This design comes from an exercise in tuning for small area, a short achievable clock period and few clock cycles per item on the open sky130 flow, not from production work. Where RTL was checked, it was by simulation tests only, not by an equivalence proof against the original. No functional check of the RTL was part of run 1.

==> flow/design.v, too long to show whole: its modules and the start of the top module <==
// module cordic_vec_top: 3924 lines
module cordic_vec_top (
    input  logic clk,
    input  logic rst_n,
    input  logic in_valid,
    output logic in_ready,
    input  logic signed [15:0] x_start,
    input  logic signed [15:0] y_start,
    output logic out_valid,
    input  logic out_ready,
    output logic signed [15:0] mag,
    output logic signed [31:0] theta
);
  // ...
==> flow/flow/run.sh <==
#!/bin/bash
# Own flow: the standard synthesis and layout (standard.sh), but with the
# post-synthesis / post-CTS / post-route repair_timing aiming at a larger
# setup margin (the clock period and all constraints stay the design's).
set -euo pipefail
MARGIN=$(cat flow/margin.txt)
bash standard.sh synth > synth.log 2>&1
# same make command as standard.sh, with SETUP_SLACK_MARGIN raised
CMD=$(grep '^make ' standard.sh | sed -e 's/"\${@:-finish}"//' -e "s/SETUP_SLACK_MARGIN=[^ ]*//")
eval "$CMD SETUP_SLACK_MARGIN=$MARGIN finish" > layout.log 2>&1
RES=$(ls -d orfs/results/*/cordic_vec_top/base)
: # left out here: write the final layout as DEF
==> flow/flow/margin.txt <==
5.8
==> flow/standard.sh <==
#!/bin/bash
# synth_recipe.tcl (not shown) runs the flow's synth.tcl, then flattens the netlist and writes it again
# the make line also repeats each setting of config.mk as NAME=value (left out here)
make -C /OpenROAD-flow-scripts/flow DESIGN_CONFIG=/design/flow/config.mk WORK_HOME=/design/flow/orfs CLKGATE_MAP_FILE= SYNTH_SCRIPT=/design/flow/synth_recipe.tcl "${@:-finish}"
==> flow/config.mk <==
export PLATFORM = sky130hd
export DESIGN_NAME = cordic_vec_top
export DESIGN_NICKNAME = cordic_vec_top
export VERILOG_FILES = /design/flow/design.v
export SDC_FILE = /design/flow/constraint.sdc
export NUM_CORES = 4
export LEC_CHECK = 0
export ABC_CLOCK_PERIOD_IN_PS = 2000
export CAP_MARGIN = 20
export CORE_MARGIN = 2
export CORE_UTILIZATION = 40
export CTS_CLUSTER_DIAMETER = 80
export CTS_CLUSTER_SIZE = 20
export SETUP_SLACK_MARGIN = 5
export SLEW_MARGIN = 20
==> flow/constraint.sdc <==
create_clock -name core_clock -period 9.0 [get_ports {clk}]
set_input_delay 1.8000 -clock core_clock [delete_from_list [all_inputs] [get_ports {clk}]]
set_output_delay 1.8000 -clock core_clock [all_outputs]
set_load 0.01 [all_outputs]
==> impl_metrics.csv, run 1 <==
group,metric,value,unit
timing,period_share,35.9,%
clock_network,clock_sinks,735,
placement,dp_hpwl,57700,um
worst_setup_path,cp.arrival,1.43,ns
placement,routabilityCongestion,0.827,
grt,first_global_vias,24216,
timing,slew_headroom,43.3,%
cells_and_area,postLayoutCellArea,48100,sq um
cells_and_area,nClkBuffers,61,
detailed_routing,wl_met2,39600,um
cells_and_area,clock_tree_area_fraction,3.06,%
floorplanning,die_width,333,um
clock_network,path_clk_slew,0.08,ns
synth,synthSimpleGateAreaFrac,6.13,%
worst_setup_path,r2r_slack,5.79,ns
clock_network,root_buffer,"clkbuf_16",
floorplanning,initial_core_util,40.3,%
cells_and_area,drive_above_1_share,8.12,%
clock_network,worstSkewPairLatency,0.66,ns
worst_setup_path,endpoint,"in_ready",
synth,synth_seq_area_share,50.2,%
worst_setup_path,crit_required,7.20,ns
grt,use_met2,25.4,%
cells_and_area,largest_class,"registers",
grt,grt-busiest-layer,"met2",
min_path,hold_start,"s6_q[0]",
worst_setup_path,worstSetupEndpointType,"output pin",
outcome,status,"timing/DRC/antenna clean",
cells_and_area,syn2layout_area_growth,11.5,%
detailed_routing,wirelength_met1,35600,um
detailed_routing,viasPerCell,4.86,
cells_and_area,buffers,176,
cells_and_area,fillers,9651,
timing,fin_skew,0.0419,ns
==> run 2, diff against run 1 <==
--- a/flow/design.v
+++ b/flow/design.v
@@ -5,26 +5,27 @@
     output logic in_ready,
     input  logic signed [15:0] x_start,
     input  logic signed [15:0] y_start,
     output logic out_valid,
     input  logic out_ready,
     output logic signed [15:0] mag,
     output logic signed [31:0] theta
 );
-    logic i_v, o_v, adv;
-    assign adv = ~o_v | out_ready;
-    assign in_ready = ~i_v;
-    logic [15:0] i_x, i_y;
-    always_ff @(posedge clk) if (~i_v) begin i_x <= x_start; i_y <= y_start; end
+    logic k_v, o_v, adv;
+    assign adv = ~k_v;
+    logic rdy_q;
+    assign in_ready = rdy_q;
+    logic o_en;
+    assign o_en = ~o_v | out_ready;
     logic [15:0] s0_x, s0_y;
     logic s0_v;
     logic [15:0] e_x, e_y;
-    assign e_x = i_v ? i_x : x_start;
-    assign e_y = i_v ? i_y : y_start;
+    assign e_x = x_start;
+    assign e_y = y_start;
     logic e_xn, e_yn, e_xz, e_yz, e_sf;
     assign e_xn = e_x[15]; assign e_yn = e_y[15];
     assign e_xz = (e_x == 16'd0); assign e_yz = (e_y == 16'd0);
     assign e_sf = (~e_xn & ~e_xz & ~e_yn) | (e_xn & (e_yn | e_yz));
     logic s0_cyn, s0_cxn, s0_d0;
     logic [1:0] s0_q;
     always_ff @(posedge clk) if (adv) begin
         s0_x <= e_x; s0_y <= e_y;
@@ -2897,74 +2898,86 @@
     wire mc_166;
     assign mc_165 = s14_x[15] ^ 1'b1 ^ mc_112;
     assign mc_166 = (s14_x[15] & 1'b1) | (s14_x[15] & mc_112) | (1'b1 & mc_112);
     wire mc_167;
     wire mc_168;
     assign mc_167 = s14_x[16] ^ 1'b1;
     assign mc_168 = s14_x[16] & 1'b1;
     logic [31:0] zt0;
-    wire [2:0] zi0 = {~s14_d[2], ~s14_d[1], ~s14_d[0]};
+    wire [3:0] zi0 = {~s14_d[3], ~s14_d[2], ~s14_d[1], ~s14_d[0]};
     always_comb case (zi0)
-        3'd0: zt0 = 32'hb8f830b3;
-        3'd1: zt0 = 32'hdec03aed;
-        3'd2: zt0 = 32'hcceea169;
-        3'd3: zt0 = 32'hf2b6aba3;
-        3'd4: zt0 = 32'hc31a545b;
-        3'd5: zt0 = 32'he8e25e95;
-        3'd6: zt0 = 32'hd710c511;
-        3'd7: zt0 = 32'hfcd8cf4b;
+        4'd0: zt0 = 32'hb8f830b3;
+        4'd1: zt0 = 32'hdec03aed;
+        4'd2: zt0 = 32'hcceea169;
+        4'd3: zt0 = 32'hf2b6aba3;
+        4'd4: zt0 = 32'hc31a545b;
+        4'd5: zt0 = 32'he8e25e95;
+        4'd6: zt0 = 32'hd710c511;
+        4'd7: zt0 = 32'hfcd8cf4b;
+        4'd8: zt0 = 32'hbe0e4b39;
+        4'd9: zt0 = 32'he3d65573;
+        4'd10: zt0 = 32'hd204bbef;
+        4'd11: zt0 = 32'hf7ccc629;
+        4'd12: zt0 = 32'hc8306ee1;
+        4'd13: zt0 = 32'hedf8791b;
+        4'd14: zt0 = 32'hdc26df97;
+        4'd15: zt0 = 32'h1eee9d1;
     endcase
-    logic [27:0] zt1;
-    wire [2:0] zi1 = {~s14_d[5], ~s14_d[4], ~s14_d[3]};
+    logic [26:0] zt1;
+    wire [3:0] zi1 = {~s14_d[7], ~s14_d[6], ~s14_d[5], ~s14_d[4]};
     always_comb case (zi1)
-        3'd0: zt1 = 28'h0;
-        3'd1: zt1 = 28'h5161a86;
-        3'd2: zt1 = 28'h28aefc2;
-        3'd3: zt1 = 28'h7a10a48;
-        3'd4: zt1 = 28'h145d83c;
-        3'd5: zt1 = 28'h65bf2c2;
-        3'd6: zt1 = 28'h3d0c7fe;
-        3'd7: zt1 = 28'h8e6e284;
+        4'd0: zt1 = 27'h0;
+        4'd1: zt1 = 27'h28aefc2;
+        4'd2: zt1 = 27'h145d83c;
+        4'd3: zt1 = 27'h3d0c7fe;
+        4'd4: zt1 = 27'ha3e2aa;
+        4'd5: zt1 = 27'h32ed26c;
+        4'd6: zt1 = 27'h1e9bae6;
+        4'd7: zt1 = 27'h474aaa8;
+        4'd8: zt1 = 27'h51f2a6;
+        4'd9: zt1 = 27'h2dce268;
+        4'd10: zt1 = 27'h197cae2;
+        4'd11: zt1 = 27'h422baa4;
+        4'd12: zt1 = 27'hf5d550;
+        4'd13: zt1 = 27'h380c512;
+        4'd14: zt1 = 27'h23bad8c;
+        4'd15: zt1 = 27'h4c69d4e;
     endcase
-    logic [24:0] zt2;
-    wire [2:0] zi2 = {~s14_d[8], ~s14_d[7], ~s14_d[6]};
+    logic [22:0] zt2;
+    wire [3:0] zi2 = {~s14_d[11], ~s14_d[10], ~s14_d[9], ~s14_d[8]};
     always_comb case (zi2)
-        3'd0: zt2 = 25'h0;
-        3'd1: zt2 = 25'ha3e2aa;
-        3'd2: zt2 = 25'h51f2a6;
-        3'd3: zt2 = 25'hf5d550;
-        3'd4: zt2 = 25'h28fcdc;
-        3'd5: zt2 = 25'hccdf86;
-        3'd6: zt2 = 25'h7aef82;
-        3'd7: zt2 = 25'h11ed22c;
+        4'd0: zt2 = 23'h0;
+        4'd1: zt2 = 23'h28fcdc;
+        4'd2: zt2 = 23'h14f990;
+        4'd3: zt2 = 23'h3df66c;
+        4'd4: zt2 = 23'ha7cc8;
+        4'd5: zt2 = 23'h3379a4;
+        4'd6: zt2 = 23'h1f7658;
+        4'd7: zt2 = 23'h487334;
+        4'd8: zt2 = 23'h53e64;
+        4'd9: zt2 = 23'h2e3b40;
+        4'd10: zt2 = 23'h1a37f4;
+        4'd11: zt2 = 23'h4334d0;
+        4'd12: zt2 = 23'hfbb2c;
+        4'd13: zt2 = 23'h38b808;
+        4'd14: zt2 = 23'h24b4bc;
+        4'd15: zt2 = 23'h4db198;
     endcase
-    logic [21:0] zt3;
-    wire [2:0] zi3 = {~s14_d[11], ~s14_d[10], ~s14_d[9]};
+    logic [18:0] zt3;
+    wire [2:0] zi3 = {~s14_y[4], ~s14_d[13], ~s14_d[12]};
     always_comb case (zi3)
-        3'd0: zt3 = 22'h0;
-        3'd1: zt3 = 22'h14f990;
-        3'd2: zt3 = 22'ha7cc8;
-        3'd3: zt3 = 22'h1f7658;
-        3'd4: zt3 = 22'h53e64;
-        3'd5: zt3 = 22'h1a37f4;
-        3'd6: zt3 = 22'hfbb2c;
-        3'd7: zt3 = 22'h24b4bc;
-    endcase
-    logic [18:0] zt4;
-    wire [2:0] zi4 = {~s14_y[4], ~s14_d[13], ~s14_d[12]};
-    always_comb case (zi4)
-        3'd0: zt4 = 19'h0;
-        3'd1: zt4 = 19'h29f32;
-        3'd2: zt4 = 19'h14f98;
-        3'd3: zt4 = 19'h3eeca;
-        3'd4: zt4 = 19'ha7cc;
-        3'd5: zt4 = 19'h346fe;
-        3'd6: zt4 = 19'h1f764;
-        3'd7: zt4 = 19'h49696;
+        3'd0: zt3 = 19'h0;
+        3'd1: zt3 = 19'h29f32;
+        3'd2: zt3 = 19'h14f98;
+        3'd3: zt3 = 19'h3eeca;
+        3'd4: zt3 = 19'ha7cc;
+        3'd5: zt3 = 19'h346fe;
+        3'd6: zt3 = 19'h1f764;
+        3'd7: zt3 = 19'h49696;
     endcase
     wire zc_1;
     wire zc_2;
     assign zc_1 = zt0[0] ^ zt1[0];
     assign zc_2 = zt0[0] & zt1[0];
     wire zc_3;
     wire zc_4;
     assign zc_3 = zt0[1] ^ zt1[1] ^ zt2[1];
@@ -3046,232 +3059,132 @@
     assign zc_41 = zt0[20] ^ zt1[20];
     assign zc_42 = zt0[20] & zt1[20];
     wire zc_43;
     wire zc_44;
     assign zc_43 = zt0[21] ^ zt1[21];
     assign zc_44 = zt0[21] & zt1[21];
     wire zc_45;
     wire zc_46;
-    assign zc_45 = zt2[0] ^ zt3[0];
-    assign zc_46 = zt2[0] & zt3[0];
+    assign zc_45 = zt0[22] ^ zt1[22];
+    assign zc_46 = zt0[22] & zt1[22];
     wire zc_47;
     wire zc_48;
-    assign zc_47 = zt3[1] ^ zt4[1] ^ zc_3;
-    assign zc_48 = (zt3[1] & zt4[1]) | (zt3[1] & zc_3) | (zt4[1] & zc_3);
+    assign zc_47 = zt2[0] ^ zt3[0];
+    assign zc_48 = zt2[0] & zt3[0];
     wire zc_49;
     wire zc_50;
-    assign zc_49 = zt3[2] ^ zt4[2] ^ zc_5;
-    assign zc_50 = (zt3[2] & zt4[2]) | (zt3[2] & zc_5) | (zt4[2] & zc_5);
+    assign zc_49 = zt3[1] ^ zc_3 ^ zc_2;
+    assign zc_50 = (zt3[1] & zc_3) | (zt3[1] & zc_2) | (zc_3 & zc_2);
     wire zc_51;
     wire zc_52;
-    assign zc_51 = zt3[3] ^ zt4[3] ^ zc_7;
-    assign zc_52 = (zt3[3] & zt4[3]) | (zt3[3] & zc_7) | (zt4[3] & zc_7);
+    assign zc_51 = zt3[2] ^ zc_5 ^ zc_4;
+    assign zc_52 = (zt3[2] & zc_5) | (zt3[2] & zc_4) | (zc_5 & zc_4);
     wire zc_53;
     wire zc_54;
-    assign zc_53 = zt3[4] ^ zt4[4] ^ zc_9;
-    assign zc_54 = (zt3[4] & zt4[4]) | (zt3[4] & zc_9) | (zt4[4] & zc_9);
+    assign zc_53 = zt3[3] ^ zc_7 ^ zc_6;
+    assign zc_54 = (zt3[3] & zc_7) | (zt3[3] & zc_6) | (zc_7 & zc_6);
     wire zc_55;
     wire zc_56;
-    assign zc_55 = zt3[5] ^ zt4[5] ^ zc_11;
-    assign zc_56 = (zt3[5] & zt4[5]) | (zt3[5] & zc_11) | (zt4[5] & zc_11);
+    assign zc_55 = zt3[4] ^ zc_9 ^ zc_8;
+    assign zc_56 = (zt3[4] & zc_9) | (zt3[4] & zc_8) | (zc_9 & zc_8);
     wire zc_57;
     wire zc_58;
-    assign zc_57 = zt3[6] ^ zt4[6] ^ zc_13;
-    assign zc_58 = (zt3[6] & zt4[6]) | (zt3[6] & zc_13) | (zt4[6] & zc_13);
+    assign zc_57 = zt3[5] ^ zc_11 ^ zc_10;
+    assign zc_58 = (zt3[5] & zc_11) | (zt3[5] & zc_10) | (zc_11 & zc_10);
     wire zc_59;
     wire zc_60;
-    assign zc_59 = zt3[7] ^ zt4[7] ^ zc_15;
-    assign zc_60 = (zt3[7] & zt4[7]) | (zt3[7] & zc_15) | (zt4[7] & zc_15);
+    assign zc_59 = zt3[6] ^ zc_13 ^ zc_12;
+    assign zc_60 = (zt3[6] & zc_13) | (zt3[6] & zc_12) | (zc_13 & zc_12);
     wire zc_61;
     wire zc_62;
-    assign zc_61 = zt3[8] ^ zt4[8] ^ zc_17;
-    assign zc_62 = (zt3[8] & zt4[8]) | (zt3[8] & zc_17) | (zt4[8] & zc_17);
+    assign zc_61 = zt3[7] ^ zc_15 ^ zc_14;
+    assign zc_62 = (zt3[7] & zc_15) | (zt3[7] & zc_14) | (zc_15 & zc_14);
     wire zc_63;
     wire zc_64;
-    assign zc_63 = zt3[9] ^ zt4[9] ^ zc_19;
-    assign zc_64 = (zt3[9] & zt4[9]) | (zt3[9] & zc_19) | (zt4[9] & zc_19);
+    assign zc_63 = zt3[8] ^ zc_17 ^ zc_16;
+    assign zc_64 = (zt3[8] & zc_17) | (zt3[8] & zc_16) | (zc_17 & zc_16);
     wire zc_65;
     wire zc_66;
-    assign zc_65 = zt3[10] ^ zt4[10] ^ zc_21;
-    assign zc_66 = (zt3[10] & zt4[10]) | (zt3[10] & zc_21) | (zt4[10] & zc_21);
+    assign zc_65 = zt3[9] ^ zc_19 ^ zc_18;
+    assign zc_66 = (zt3[9] & zc_19) | (zt3[9] & zc_18) | (zc_19 & zc_18);
     wire zc_67;
     wire zc_68;
-    assign zc_67 = zt3[11] ^ zt4[11] ^ zc_23;
-    assign zc_68 = (zt3[11] & zt4[11]) | (zt3[11] & zc_23) | (zt4[11] & zc_23);
+    assign zc_67 = zt3[10] ^ zc_21 ^ zc_20;
+    assign zc_68 = (zt3[10] & zc_21) | (zt3[10] & zc_20) | (zc_21 & zc_20);
     wire zc_69;
     wire zc_70;
-    assign zc_69 = zt3[12] ^ zt4[12] ^ zc_25;
-    assign zc_70 = (zt3[12] & zt4[12]) | (zt3[12] & zc_25) | (zt4[12] & zc_25);
+    assign zc_69 = zt3[11] ^ zc_23 ^ zc_22;
+    assign zc_70 = (zt3[11] & zc_23) | (zt3[11] & zc_22) | (zc_23 & zc_22);
     wire zc_71;
     wire zc_72;
-    assign zc_71 = zt3[13] ^ zt4[13] ^ zc_27;
-    assign zc_72 = (zt3[13] & zt4[13]) | (zt3[13] & zc_27) | (zt4[13] & zc_27);
+    assign zc_71 = zt3[12] ^ zc_25 ^ zc_24;
+    assign zc_72 = (zt3[12] & zc_25) | (zt3[12] & zc_24) | (zc_25 & zc_24);
     wire zc_73;
     wire zc_74;
-    assign zc_73 = zt3[14] ^ zt4[14] ^ zc_29;
-    assign zc_74 = (zt3[14] & zt4[14]) | (zt3[14] & zc_29) | (zt4[14] & zc_29);
+    assign zc_73 = zt3[13] ^ zc_27 ^ zc_26;
+    assign zc_74 = (zt3[13] & zc_27) | (zt3[13] & zc_26) | (zc_27 & zc_26);
     wire zc_75;
     wire zc_76;
-    assign zc_75 = zt3[15] ^ zt4[15] ^ zc_31;
-    assign zc_76 = (zt3[15] & zt4[15]) | (zt3[15] & zc_31) | (zt4[15] & zc_31);
+    assign zc_75 = zt3[14] ^ zc_29 ^ zc_28;
+    assign zc_76 = (zt3[14] & zc_29) | (zt3[14] & zc_28) | (zc_29 & zc_28);
     wire zc_77;
     wire zc_78;
-    assign zc_77 = zt3[16] ^ zt4[16] ^ zc_33;
-    assign zc_78 = (zt3[16] & zt4[16]) | (zt3[16] & zc_33) | (zt4[16] & zc_33);
+    assign zc_77 = zt3[15] ^ zc_31 ^ zc_30;
+    assign zc_78 = (zt3[15] & zc_31) | (zt3[15] & zc_30) | (zc_31 & zc_30);
     wire zc_79;
     wire zc_80;
-    assign zc_79 = zt3[17] ^ zt4[17] ^ zc_35;
-    assign zc_80 = (zt3[17] & zt4[17]) | (zt3[17] & zc_35) | (zt4[17] & zc_35);
+    assign zc_79 = zt3[16] ^ zc_33 ^ zc_32;
+    assign zc_80 = (zt3[16] & zc_33) | (zt3[16] & zc_32) | (zc_33 & zc_32);
     wire zc_81;
     wire zc_82;
-    assign zc_81 = zt3[18] ^ zt4[18] ^ zc_37;
-    assign zc_82 = (zt3[18] & zt4[18]) | (zt3[18] & zc_37) | (zt4[18] & zc_37);
+    assign zc_81 = zt3[17] ^ zc_35 ^ zc_34;
+    assign zc_82 = (zt3[17] & zc_35) | (zt3[17] & zc_34) | (zc_35 & zc_34);
     wire zc_83;
     wire zc_84;
-    assign zc_83 = zt2[19] ^ zt3[19] ^ zc_39;
-    assign zc_84 = (zt2[19] & zt3[19]) | (zt2[19] & zc_39) | (zt3[19] & zc_39);
+    assign zc_83 = zt3[18] ^ zc_37 ^ zc_36;
+    assign zc_84 = (zt3[18] & zc_37) | (zt3[18] & zc_36) | (zc_37 & zc_36);
     wire zc_85;
     wire zc_86;
-    assign zc_85 = zt2[20] ^ zt3[20] ^ zc_41;
-    assign zc_86 = (zt2[20] & zt3[20]) | (zt2[20] & zc_41) | (zt3[20] & zc_41);
+    assign zc_85 = zt2[19] ^ zc_39 ^ zc_38;
+    assign zc_86 = (zt2[19] & zc_39) | (zt2[19] & zc_38) | (zc_39 & zc_38);
     wire zc_87;
     wire zc_88;
-    assign zc_87 = zt2[21] ^ zt3[21] ^ zc_43;
-    assign zc_88 = (zt2[21] & zt3[21]) | (zt2[21] & zc_43) | (zt3[21] & zc_43);
+    assign zc_87 = zt2[20] ^ zc_41 ^ zc_40;
+    assign zc_88 = (zt2[20] & zc_41) | (zt2[20] & zc_40) | (zc_41 & zc_40);
     wire zc_89;
     wire zc_90;
-    assign zc_89 = zt0[22] ^ zt1[22] ^ zt2[22];
-    assign zc_90 = (zt0[22] & zt1[22]) | (zt0[22] & zt2[22]) | (zt1[22] & zt2[22]);
+    assign zc_89 = zt2[21] ^ zc_43 ^ zc_42;
+    assign zc_90 = (zt2[21] & zc_43) | (zt2[21] & zc_42) | (zc_43 & zc_42);
     wire zc_91;
     wire zc_92;
-    assign zc_91 = zt0[23] ^ zt1[23];
-    assign zc_92 = zt0[23] & zt1[23];
+    assign zc_91 = zt2[22] ^ zc_45 ^ zc_44;
+    assign zc_92 = (zt2[22] & zc_45) | (zt2[22] & zc_44) | (zc_45 & zc_44);
     wire zc_93;
     wire zc_94;
-    assign zc_93 = zt0[24] ^ zt1[24];
-    assign zc_94 = zt0[24] & zt1[24];
+    assign zc_93 = zt0[23] ^ zt1[23] ^ zc_46;
+    assign zc_94 = (zt0[23] & zt1[23]) | (zt0[23] & zc_46) | (zt1[23] & zc_46);
     wire zc_95;
     wire zc_96;
-    assign zc_95 = zt4[0] ^ zc_1;
-    assign zc_96 = zt4[0] & zc_1;
+    assign zc_95 = zt0[24] ^ zt1[24];
+    assign zc_96 = zt0[24] & zt1[24];
     wire zc_97;
     wire zc_98;
-    assign zc_97 = zc_2 ^ zc_47 ^ zc_46;
-    assign zc_98 = (zc_2 & zc_47) | (zc_2 & zc_46) | (zc_47 & zc_46);
+    assign zc_97 = zt0[25] ^ zt1[25];
+    assign zc_98 = zt0[25] & zt1[25];
     wire zc_99;
     wire zc_100;
-    assign zc_99 = zc_4 ^ zc_49 ^ zc_48;
-    assign zc_100 = (zc_4 & zc_49) | (zc_4 & zc_48) | (zc_49 & zc_48);
-    wire zc_101;
-    wire zc_102;
-    assign zc_101 = zc_6 ^ zc_51 ^ zc_50;
-    assign zc_102 = (zc_6 & zc_51) | (zc_6 & zc_50) | (zc_51 & zc_50);
-    wire zc_103;
-    wire zc_104;
-    assign zc_103 = zc_8 ^ zc_53 ^ zc_52;
-    assign zc_104 = (zc_8 & zc_53) | (zc_8 & zc_52) | (zc_53 & zc_52);
-    wire zc_105;
-    wire zc_106;
-    assign zc_105 = zc_10 ^ zc_55 ^ zc_54;
-    assign zc_106 = (zc_10 & zc_55) | (zc_10 & zc_54) | (zc_55 & zc_54);
-    wire zc_107;
-    wire zc_108;
-    assign zc_107 = zc_12 ^ zc_57 ^ zc_56;
-    assign zc_108 = (zc_12 & zc_57) | (zc_12 & zc_56) | (zc_57 & zc_56);
-    wire zc_109;
-    wire zc_110;
-    assign zc_109 = zc_14 ^ zc_59 ^ zc_58;
-    assign zc_110 = (zc_14 & zc_59) | (zc_14 & zc_58) | (zc_59 & zc_58);
-    wire zc_111;
-    wire zc_112;
-    assign zc_111 = zc_16 ^ zc_61 ^ zc_60;
-    assign zc_112 = (zc_16 & zc_61) | (zc_16 & zc_60) | (zc_61 & zc_60);
-    wire zc_113;
-    wire zc_114;
-    assign zc_113 = zc_18 ^ zc_63 ^ zc_62;
-    assign zc_114 = (zc_18 & zc_63) | (zc_18 & zc_62) | (zc_63 & zc_62);
-    wire zc_115;
-    wire zc_116;
-    assign zc_115 = zc_20 ^ zc_65 ^ zc_64;
-    assign zc_116 = (zc_20 & zc_65) | (zc_20 & zc_64) | (zc_65 & zc_64);
-    wire zc_117;
-    wire zc_118;
-    assign zc_117 = zc_22 ^ zc_67 ^ zc_66;
-    assign zc_118 = (zc_22 & zc_67) | (zc_22 & zc_66) | (zc_67 & zc_66);
-    wire zc_119;
-    wire zc_120;
-    assign zc_119 = zc_24 ^ zc_69 ^ zc_68;
-    assign zc_120 = (zc_24 & zc_69) | (zc_24 & zc_68) | (zc_69 & zc_68);
-    wire zc_121;
-    wire zc_122;
-    assign zc_121 = zc_26 ^ zc_71 ^ zc_70;
-    assign zc_122 = (zc_26 & zc_71) | (zc_26 & zc_70) | (zc_71 & zc_70);
-    wire zc_123;
-    wire zc_124;
-    assign zc_123 = zc_28 ^ zc_73 ^ zc_72;
-    assign zc_124 = (zc_28 & zc_73) | (zc_28 & zc_72) | (zc_73 & zc_72);
-    wire zc_125;
-    wire zc_126;
-    assign zc_125 = zc_30 ^ zc_75 ^ zc_74;
-    assign zc_126 = (zc_30 & zc_75) | (zc_30 & zc_74) | (zc_75 & zc_74);
-    wire zc_127;
-    wire zc_128;
-    assign zc_127 = zc_32 ^ zc_77 ^ zc_76;
-    assign zc_128 = (zc_32 & zc_77) | (zc_32 & zc_76) | (zc_77 & zc_76);
-    wire zc_129;
-    wire zc_130;
-    assign zc_129 = zc_34 ^ zc_79 ^ zc_78;
-    assign zc_130 = (zc_34 & zc_79) | (zc_34 & zc_78) | (zc_79 & zc_78);
-    wire zc_131;
-    wire zc_132;
-    assign zc_131 = zc_36 ^ zc_81 ^ zc_80;
-    assign zc_132 = (zc_36 & zc_81) | (zc_36 & zc_80) | (zc_81 & zc_80);
-    wire zc_133;
-    wire zc_134;
-    assign zc_133 = zc_38 ^ zc_83 ^ zc_82;
-    assign zc_134 = (zc_38 & zc_83) | (zc_38 & zc_82) | (zc_83 & zc_82);
-    wire zc_135;
-    wire zc_136;
-    assign zc_135 = zc_40 ^ zc_85 ^ zc_84;
-    assign zc_136 = (zc_40 & zc_85) | (zc_40 & zc_84) | (zc_85 & zc_84);
-    wire zc_137;
-    wire zc_138;
-    assign zc_137 = zc_42 ^ zc_87 ^ zc_86;
-    assign zc_138 = (zc_42 & zc_87) | (zc_42 & zc_86) | (zc_87 & zc_86);
-    wire zc_139;
-    wire zc_140;
-    assign zc_139 = zc_44 ^ zc_89 ^ zc_88;
-    assign zc_140 = (zc_44 & zc_89) | (zc_44 & zc_88) | (zc_89 & zc_88);
-    wire zc_141;
-    wire zc_142;
-    assign zc_141 = zt2[23] ^ zc_91 ^ zc_90;
-    assign zc_142 = (zt2[23] & zc_91) | (zt2[23] & zc_90) | (zc_91 & zc_90);
-    wire zc_143;
-    wire zc_144;
-    assign zc_143 = zt2[24] ^ zc_93 ^ zc_92;
-    assign zc_144 = (zt2[24] & zc_93) | (zt2[24] & zc_92) | (zc_93 & zc_92);
-    wire zc_145;
-    wire zc_146;
-    assign zc_145 = zt0[25] ^ zt1[25] ^ zc_94;
-    assign zc_146 = (zt0[25] & zt1[25]) | (zt0[25] & zc_94) | (zt1[25] & zc_94);
-    wire zc_147;
-    wire zc_148;
-    assign zc_147 = zt0[26] ^ zt1[26];
-    assign zc_148 = zt0[26] & zt1[26];
-    wire zc_149;
-    wire zc_150;
-    assign zc_149 = zt0[27] ^ zt1[27];
-    assign zc_150 = zt0[27] & zt1[27];
+    assign zc_99 = zt0[26] ^ zt1[26];
+    assign zc_100 = zt0[26] & zt1[26];
     logic [30:0] mu, mv;
     logic [31:0] zu, zv;
     assign mu = {mc_167, mc_165, mc_163, mc_161, mc_159, mc_157, mc_155, mc_153, mc_151, mc_149, mc_147, mc_145, mc_143, mc_141, mc_139, mc_137, mc_135, mc_133, mc_131, mc_129, mc_127, mc_125, mc_123, mc_121, mc_119, mc_117, mc_115, mc_61, s14_x[1], s14_x[0], 1'b0};
     assign mv = {mc_166, mc_164, mc_162, mc_160, mc_158, mc_156, mc_154, mc_152, mc_150, mc_148, mc_146, mc_144, mc_142, mc_140, mc_138, mc_136, mc_134, mc_132, mc_130, mc_128, mc_126, mc_124, mc_122, mc_120, mc_118, mc_116, mc_114, mc_113, 1'b0, s14_y[4], 1'b0};
-    assign zu = {zt0[31], zt0[30], zt0[29], zt0[28], zc_149, zc_147, zc_145, zc_143, zc_141, zc_139, zc_137, zc_135, zc_133, zc_131, zc_129, zc_127, zc_125, zc_123, zc_121, zc_119, zc_117, zc_115, zc_113, zc_111, zc_109, zc_107, zc_105, zc_103, zc_101, zc_99, zc_97, zc_45};
-    assign zv = {s14_q[1], s14_q[0], 1'b0, zc_150, zc_148, zc_146, zc_144, zc_142, zc_140, zc_138, zc_136, zc_134, zc_132, zc_130, zc_128, zc_126, zc_124, zc_122, zc_120, zc_118, zc_116, zc_114, zc_112, zc_110, zc_108, zc_106, zc_104, zc_102, zc_100, zc_98, zc_96, zc_95};
+    assign zu = {zt0[31], zt0[30], zt0[29], zt0[28], zt0[27], zc_99, zc_97, zc_95, zc_93, zc_91, zc_89, zc_87, zc_85, zc_83, zc_81, zc_79, zc_77, zc_75, zc_73, zc_71, zc_69, zc_67, zc_65, zc_63, zc_61, zc_59, zc_57, zc_55, zc_53, zc_51, zc_49, zc_1};
+    assign zv = {s14_q[1], s14_q[0], 1'b0, 1'b0, zc_100, zc_98, zc_96, zc_94, zc_92, zc_90, zc_88, zc_86, zc_84, zc_82, zc_80, zc_78, zc_76, zc_74, zc_72, zc_70, zc_68, zc_66, zc_64, zc_62, zc_60, zc_58, zc_56, zc_54, zc_52, zc_50, zc_48, zc_47};
     logic s15_v;
     logic [15:0] s15_mu, s15_mv;
     logic s15_mc;
     logic [31:0] s15_zu, s15_zv;
     wire mlow_1 = mu[0] ^ mv[0];
     wire mlow_2 = mu[0] & mv[0];
     wire mlow_3 = mu[1] ^ mv[1];
     wire mlow_4 = mu[1] & mv[1];
@@ -3885,40 +3798,46 @@
             s8_v <= 1'b0;
             s9_v <= 1'b0;
             s10_v <= 1'b0;
             s11_v <= 1'b0;
             s12_v <= 1'b0;
             s13_v <= 1'b0;
             s14_v <= 1'b0;
             s15_v <= 1'b0;
-            i_v <= 1'b0;
+            k_v <= 1'b0;
+            rdy_q <= 1'b1;
             o_v <= 1'b0;
         end else begin
             if (adv) begin
-                s0_v <= i_v | in_valid;
+                s0_v <= in_valid;
                 s1_v <= s0_v;
                 s2_v <= s1_v;
                 s3_v <= s2_v;
                 s4_v <= s3_v;
                 s5_v <= s4_v;
                 s6_v <= s5_v;
                 s7_v <= s6_v;
                 s8_v <= s7_v;
                 s9_v <= s8_v;
                 s10_v <= s9_v;
                 s11_v <= s10_v;
                 s12_v <= s11_v;
                 s13_v <= s12_v;
                 s14_v <= s13_v;
                 s15_v <= s14_v;
-                o_v <= s15_v;
             end
-            i_v <= ~adv & (i_v | in_valid);
+            k_v <= ~o_en & (k_v | s15_v);
+            rdy_q <= o_en | ~(k_v | s15_v);
+            if (o_en) o_v <= k_v | s15_v;
         end
     end
-    logic [15:0] o_mag;
-    logic [31:0] o_theta;
-    always_ff @(posedge clk) if (adv) begin o_mag <= f_mag; o_theta <= f_theta; end
+    logic [15:0] k_mag, o_mag;
+    logic [31:0] k_theta, o_theta;
+    always_ff @(posedge clk) if (adv) begin k_mag <= f_mag; k_theta <= f_theta; end
+    always_ff @(posedge clk) if (o_en) begin
+        o_mag <= k_v ? k_mag : f_mag;
+        o_theta <= k_v ? k_theta : f_theta;
+    end
     assign out_valid = o_v;
     assign mag = o_mag;
     assign theta = o_theta;
 endmodule
==> flow/config.mk (replaced) <==
export PLATFORM = sky130hd
export DESIGN_NAME = cordic_vec_top
export DESIGN_NICKNAME = cordic_vec_top
export VERILOG_FILES = /design/flow/design.v
export SDC_FILE = /design/flow/constraint.sdc
export NUM_CORES = 4
export LEC_CHECK = 0
export ABC_CLOCK_PERIOD_IN_PS = 2000
export CAP_MARGIN = 20
export CORE_MARGIN = 2
export CORE_UTILIZATION = 40
export CTS_CLUSTER_DIAMETER = 90
export CTS_CLUSTER_SIZE = 25
export SETUP_SLACK_MARGIN = 5
export SLEW_MARGIN = 20
==> run 2 against run 1 <==
Sequential share of layout area is 0.78 points higher. Global-route usage rose by 0.21 points. Setup slack improved by 0.10 ns. Die area grew 1.4%. Final cell count increased by 2.3%.
==> impl_metrics.csv, run 2 <==
group,metric,value,unit
outcome,status,"timing/DRC/antenna clean",
placement,postPlaceCellArea,46200,sq um
clock_network,clock_sinks,754,
worst_setup_path,worstSetupEndpointType,"output pin",
clock_network,cts_tree,"yes",
clock_network,cts_buffer_depth,3,
timing,final_max_slew_viol_count,0,
clock_network,htree_levels,2,
worst_setup_path,cp.buffers_inverters,1,
timing,fin_setup_tns,0,ns
cells_and_area,final_cell_mix,"edfxtp_1, ha_1, xnor2_1",
synth,async_reset_ff_share,2.52,%
cells_and_area,multi_input_area,20500,sq um
timing,final-setup-viol-count,0,
floorplanning,initial_core_util,40.3,%
clock_network,cts_buffers,41,
worst_setup_path,crit_slowest_cell,"dfrtp_1",
grt,grt_usage,14.6,%
cells_and_area,regArea,22100,sq um
clock_network,worstSkewPairLatency,0.62,ns
cells_and_area,final_common_cell,"edfxtp_1",
detailed_routing,vias,25001,
detailed_routing,first_pass_iters,5,
clock_network,path_clk_slew,0.09,ns
synth,ys_ff_latch,754,
floorplanning,die_h,335,um
timing,slew_headroom,29.7,%
worst_setup_path,path_class,"flop to output pin",
cells_and_area,postLayoutCellArea,48200,sq um
worst_setup_path,cp.arrival,1.33,ns
timing,fin_skew,0.0340,ns
synth,synth_seq_area_share,50.4,%
grt,antenna_found_initial,0,
placement,io_buffers,85,
worst_setup_path,crit_path_start_kind,"flop",
min_path,min_path_type,"flop to flop",
worst_setup_path,critical_path.cell_chain,"dlygate4sd2_1",
detailed_routing,viasPerCell,4.95,
synth,synth_warnings,1,
timing,worstMarginPinSlew,1.06,ns
detailed_routing,routed_wl,81900,um
synth,synth_area_leaders,"edfxtp_1, ha_1, fa_1",
synth,synthTopCellsByCount,"edfxtp_1, ha_1, xnor2_1",
cells_and_area,drive_above_1_share,6.52,%
clock_network,root_buffer,"clkbuf_16",
timing,finalHoldViolCount,0,
cells_and_area,final_cells,5050,
synth,synth_cell_types,77,
grt,grt_pass1_wl,132000,um
synth,syn_inst,3486,
flow_run,maxCapViolCount,0,
placement,dp_cells,4920,
floorplanning,ioPinCount,86,
cells_and_area,largestRegisters,"k_theta (32), o_theta (32), s15_zu (31)",
placement,routabilityCongestion,0.849,
synth,synthFlopType,"edfxtp_1",
synth,synth_top_area_share,47.1,%
detailed_routing,drc_errors,0,
timing,rsz0062_at_grt,"true",
grt,first_global_vias,24863,
grt,grt_max_degree,189,
cells_and_area,fillers,9947,
synth,muxShareOfSynthArea,1.27,%
worst_setup_path,cp_max_fo,2,
floorplanning,coreArea,109000,sq um
synth,syn_nets,4044,
detailed_routing,drt_iter0_drc,1313,
synth,yosys.area_share.adder,17.5,%
detailed_routing,wl_per_cell,16.2,um
floorplanning,die_width,335,um
cells_and_area,syn2layout_area_growth,10.1,%
synth,synth-edff-count,687,
synth,synth_area,43800,sq um
synth,synth.avg_cell_area,12.6,sq um
timing,min_period,3.13,ns
cells_and_area,antenna_cells,0,
synth,synthXorXnorAreaFrac,11.9,%
cells_and_area,fin_util,44.3,%
synth,synthSimpleGateAreaFrac,6.87,%
detailed_routing,ant_nets,0,
floorplanning,dieArea,112000,sq um
synth,synth_area_leader_cell,"edfxtp_1",
timing,fmax,319,MHz
worst_setup_path,cpPeakStageDelay,0.41,ns
floorplanning,row_count,121,
synth,synth_compound_area_share,8.92,%
cells_and_area,fin_nets,4162,
grt,grt_overflow,0,
worst_setup_path,critPathTopFamily,"flip-flops",
clock_network,cts_hold_buffers,0,
synth,yosysMostFrequentCell,"edfxtp_1",
synth,synth_top_family_by_area,"adder cells",
placement,dp_hpwl,61200,um
timing,period_share,34.8,%
worst_setup_path,crit_required,7.20,ns
run 2: cell count changes after synthesis, moves of 18 or more:
cell | before | now
nand2_1 | 129 | 181
a21o_1 | 72 | 93
inv_1 | 317 | 265
clkbuf_1 | 32 | 54
o21ai_0 | 72 | 146
mux2_2 | 55 | 34
fa_1 | 175 | 151
a211oi_1 | 8 | 26
nor2_1 | 98 | 130
run 2: worst paths after layout:
| path | endpoint | slack (ns) | cells after the start | from |
|---|---|---|---|---|
| min in group asynchronous | s12_v | 1.63 | 1 | rst_n |
| setup reg to reg | s3_x[16] | 5.91 | 12 | s2_y[15] |
| hold reg to reg | s10_d[1] | 0.41 | 0 | s9_d[1] |
| max in group asynchronous | k_v | 6.77 | 1 | rst_n |
| setup / recovery | out_valid | 5.87 | 1 | o_v |
| hold / removal | s10_d[1] | 0.41 | 0 | s9_d[1] |
run 2: through the flow:
stage               setup slack, ns  hold slack, ns
floorplan                      5.81           0.400
global placement               5.21           0.400
detailed placement             5.30           0.405
CTS                            5.71           0.422
global route                   5.72           0.433
finish                         5.87           0.414
run 2: final cells by class:
| class | instances | share of cell area (%) |
|---|---|---|
| sequential | 754 | 45.8 |
| clock inverter | 15 | 0.415 |
| multi-input combinational | 2383 | 42.6 |
| timing repair buffer | 157 | 2.97 |
| inverter | 267 | 2.13 |
| clock buffer | 60 | 2.43 |
| tap | 1414 | 3.67 |
run 2: kinds of logic (layout without fill, tap and decap cells):
| logic type | count (synthesis) | after routing |
|---|---|---|
| DFF | 754 | 754 |
| xor gates and xnor gates | 597 | 597 |
| AOI/OAI and AO/OA | 608 | 608 |
| adders and majority gates | 522 | 522 |
| muxes | 49 | 49 |
| and+or+nand+nor | 607 | 607 |
| buffers and inverters | 349 | 499 |
run 2: metal layers:
layer | part of all wire (%) | global-route usage [%] | wire length [um] | vias up
met3 | 2.3 | 1.58 | 1880 | 90
met4 | 2.1 | 3.56 | 1730 | 0
met1 | 43 | 18.1 | 35600 | 11989
li1 | - | - | - | 12656
met2 | 52 | 26.9 | 42800 | 266
met5 | 0 | 0 | 0 | -
run 2: timing repair:
action / CTS / global route
setup endpoints to repair: 303 / 171
gates resized for setup: 63 / 48
buffers inserted: 27 / 28
pin swaps: 1 / 9
hold endpoints to repair: 0 / 0
Testbench counts of run 2, summed over its fixed seeds: cycles 16,136, items 16,000.
==> run 3, diff against run 2 <==
==> flow/flow/margin.txt (replaced) <==
5.9
==> run 3 against run 2 <==
Still clean. Core utilization up 0.29 points. Sequential share of layout area fell by 0.30 points. Via count grew 0.97%. Final cell count rose by 0.61%. Count of clock-buffer cells in the layout shrank 5. Final area grew 0.66%. Clock skew is 0.0019 ns higher.
==> impl_metrics.csv, run 3 <==
group,metric,value,unit
outcome,status,"timing/DRC/antenna clean",
timing,min_period,3.06,ns
grt,grt_usage,14.5,%
detailed_routing,drc_errors,0,
floorplanning,die_width,335,um
synth,yosys.area_share.adder,17.5,%
detailed_routing,drt_iter0_drc,1298,
synth,ys_ff_latch,754,
grt,grt_max_degree,183,
cells_and_area,syn2layout_area_growth,10.8,%
clock_network,cts_tree,"yes",
floorplanning,row_count,121,
worst_setup_path,crit_required,7.20,ns
placement,place_ws,5.34,ns
synth,synthSimpleGateAreaFrac,6.87,%
grt,grt_overflow,0,
clock_network,clock_sinks,754,
worst_setup_path,r2r-end,"s15_mc",
timing,setup_slack,5.94,ns
synth,synth_top_area_share,47.1,%
min_path,hold_start,"s6_d[0]",
cells_and_area,final_cell_mix,"edfxtp_1, ha_1, xnor2_1",
flow_run,maxCapViolCount,0,
synth,synth_top_family_by_area,"adder cells",
min_path,holdPathStages,0,
cells_and_area,fin_nets,4195,
timing,final_max_slew_viol_count,0,
grt,first_global_vias,25027,
timing,slew_headroom,25.4,%
detailed_routing,routed_wl,81700,um
timing,fin_setup_tns,0,ns
floorplanning,dieArea,112000,sq um
floorplanning,die_h,335,um
synth,synth-edff-count,687,
synth,synthXorXnorAreaFrac,11.9,%
min_path,min_path_type,"flop to flop",
grt,grtUsageMet1,16.9,%
grt,grtUsageMet3,1.90,%
cells_and_area,drive_above_1_share,8.87,%
detailed_routing,viasPerCell,4.97,
worst_setup_path,cpPeakStageDelay,0.54,ns
placement,postPlaceCellArea,46200,sq um
worst_setup_path,cp_max_fo,1,
worst_setup_path,reg2reg_from,"s14_x[10]",
synth,synth_seq_area_share,50.4,%
clock_network,cts_buffer_depth,3,
synth,syn_inst,3486,
clock_network,path_clk_slew,0.09,ns
worst_setup_path,crit_slowest_cell,"dfstp_2",
synth,syn_nets,4044,
cells_and_area,postLayoutCellArea,48500,sq um
worst_setup_path,r2r_cells,11,
detailed_routing,wl_per_cell,16.1,um
grt,grt-busiest-layer,"met2",
synth,synth_area,43800,sq um
synth,synthFlopType,"edfxtp_1",
timing,period_share,34.0,%
cells_and_area,final_common_cell,"edfxtp_1",
clock_network,cts_buffers,41,
floorplanning,coreArea,109000,sq um
synth,synthTopCellsByCount,"edfxtp_1, ha_1, xnor2_1",
timing,rsz0062_at_grt,"true",
synth,synth_cell_types,77,
clock_network,htree_levels,2,
timing,worstMarginPinSlew,1.12,ns
synth,synth.avg_cell_area,12.6,sq um
clock_network,worstSkewPairLatency,0.63,ns
placement,dp_hpwl,60300,um
synth,muxShareOfSynthArea,1.27,%
worst_setup_path,cp.buffers_inverters,1,
timing,fmax,327,MHz
worst_setup_path,path_class,"flop to output pin",
worst_setup_path,r2r_slack,6.01,ns
cells_and_area,largestRegisters,"k_theta (32), o_theta (32), s15_zu (31)",
floorplanning,ioPinCount,86,
synth,synth_compound_area_share,8.92,%
grt,use_met2,27.3,%
grt,grt_pass1_wl,131000,um
cells_and_area,fin_util,44.6,%
detailed_routing,vias,25244,
synth,yosysMostFrequentCell,"edfxtp_1",
timing,hold_slack,0.409,ns
synth,synth_warnings,1,
clock_network,root_buffer,"clkbuf_16",
synth,synth_area_leader_cell,"edfxtp_1",
placement,io_buffers,85,
floorplanning,initial_core_util,40.3,%
placement,routabilityCongestion,0.851,
detailed_routing,ant_nets,0,
timing,finalHoldViolCount,0,
min_path,min_to,"s7_d[0]",
clock_network,cts_hold_buffers,0,
timing,fin_skew,0.0359,ns
timing,final-setup-viol-count,0,
detailed_routing,first_pass_iters,5,
worst_setup_path,worstSetupEndpointType,"output pin",
worst_setup_path,critPathTopFamily,"flip-flops",
worst_setup_path,cp.arrival,1.26,ns
synth,async_reset_ff_share,2.52,%
worst_setup_path,crit_path_start_kind,"flop",
grt,antenna_found_initial,1,
worst_setup_path,critical_path.cell_chain,"buf_6",
synth,synth_area_leaders,"edfxtp_1, ha_1, fa_1",
run 3: metrics by stage:
stage | instances
6_report | 5081
5_1_grt | 5080
4_1_cts | 5038
3_5_place_dp | 4920
3_3_place_gp | 4920
2_1_floorplan | 3486
run 3: repair_timing:
| item | in CTS | in global routing |
|---|---|---|
| hold endpoints to repair | 0 | 0 |
| gates cloned | 1 | 1 |
| buffers inserted | 45 | 40 |
| pin swaps | 3 | 20 |
| endpoints found under the setup margin | 337 | 86 |
| resized for setup | 181 | 72 |
run 3: layout make-up:
type,count,area (sq um)
Antenna cell,1,2.50
Clock buffer,55,1110
Clock inverter,17,209
Fill cell,9896,60200
Inverter,267,1030
Multi-Input combinational cell,2383,20700
Sequential cell,754,22100
Tap cell,1414,1770
Timing Repair Buffer,190,1670
run 3: kinds of logic (layout without fill, tap and decap cells):
logic type	Yosys count	in the layout
flip-flops	754	754
AND/OR/NAND/NOR	607	607
multiplexers	49	49
AO/OA/AOI/OAI	608	608
XOR/XNOR	597	597
adder cells (fa/ha/maj)	522	522
buffers and inverters	349	529
other	0	1
run 3: how the worst max path moves through the flow:
stage / startpoint / to / slack (ns) / cells after the start
after floorplan: s14_x[3] / s15_mc / 5.91 / 10
after global placement: y_start[10] / s0_cyn / 5.29 / 6
after detailed placement: y_start[10] / s0_cyn / 5.34 / 6
after CTS: s15_zu[2] / o_theta[22] / 5.85 / 10
after global routing: s2_y[15] / s3_x[16] / 5.81 / 12
final: rdy_q / in_ready / 5.94 / 1
run 3: per-layer routing:
metal  up-vias  wire length [um]
li1      12717                 -
met1     12124             33600
met2       308             43500
met3        95              2330
met4         0              2300
met5         -                 0

-- re-timing with driven ports --
How much do the figures lean on ideal ports? The routed layouts below were timed once more, with nothing changed but the port constraints. Step 1: set_driving_cell puts a clkbuf_16 on clk and a buf_2 on each other input, an assumption about the parent block. Step 2 times the ports against the registers' clock, not the clock port: input delays grow and output delays shrink by t, the midpoint of the rising clock arrivals with the driver on. a / b / c = ideal / step 1 / step 2; a / b = the first two.
run | t (ns) | slack for setup (ns) | worst slew at a driven data input, ns
run 1 | 0.705 | 5.767 / 5.702 / 5.219 | 0.05
run 2 | 0.677 | 5.870 / 5.801 / 5.332 | 0.04
run 3 | 0.681 | 5.944 / 5.874 / 5.375 | 0.04
After both steps every run listed still meets setup and hold. For run 3, which loses most, drivers alone change the setup slack by -0.070 ns; drivers and shift together by -0.569 ns.
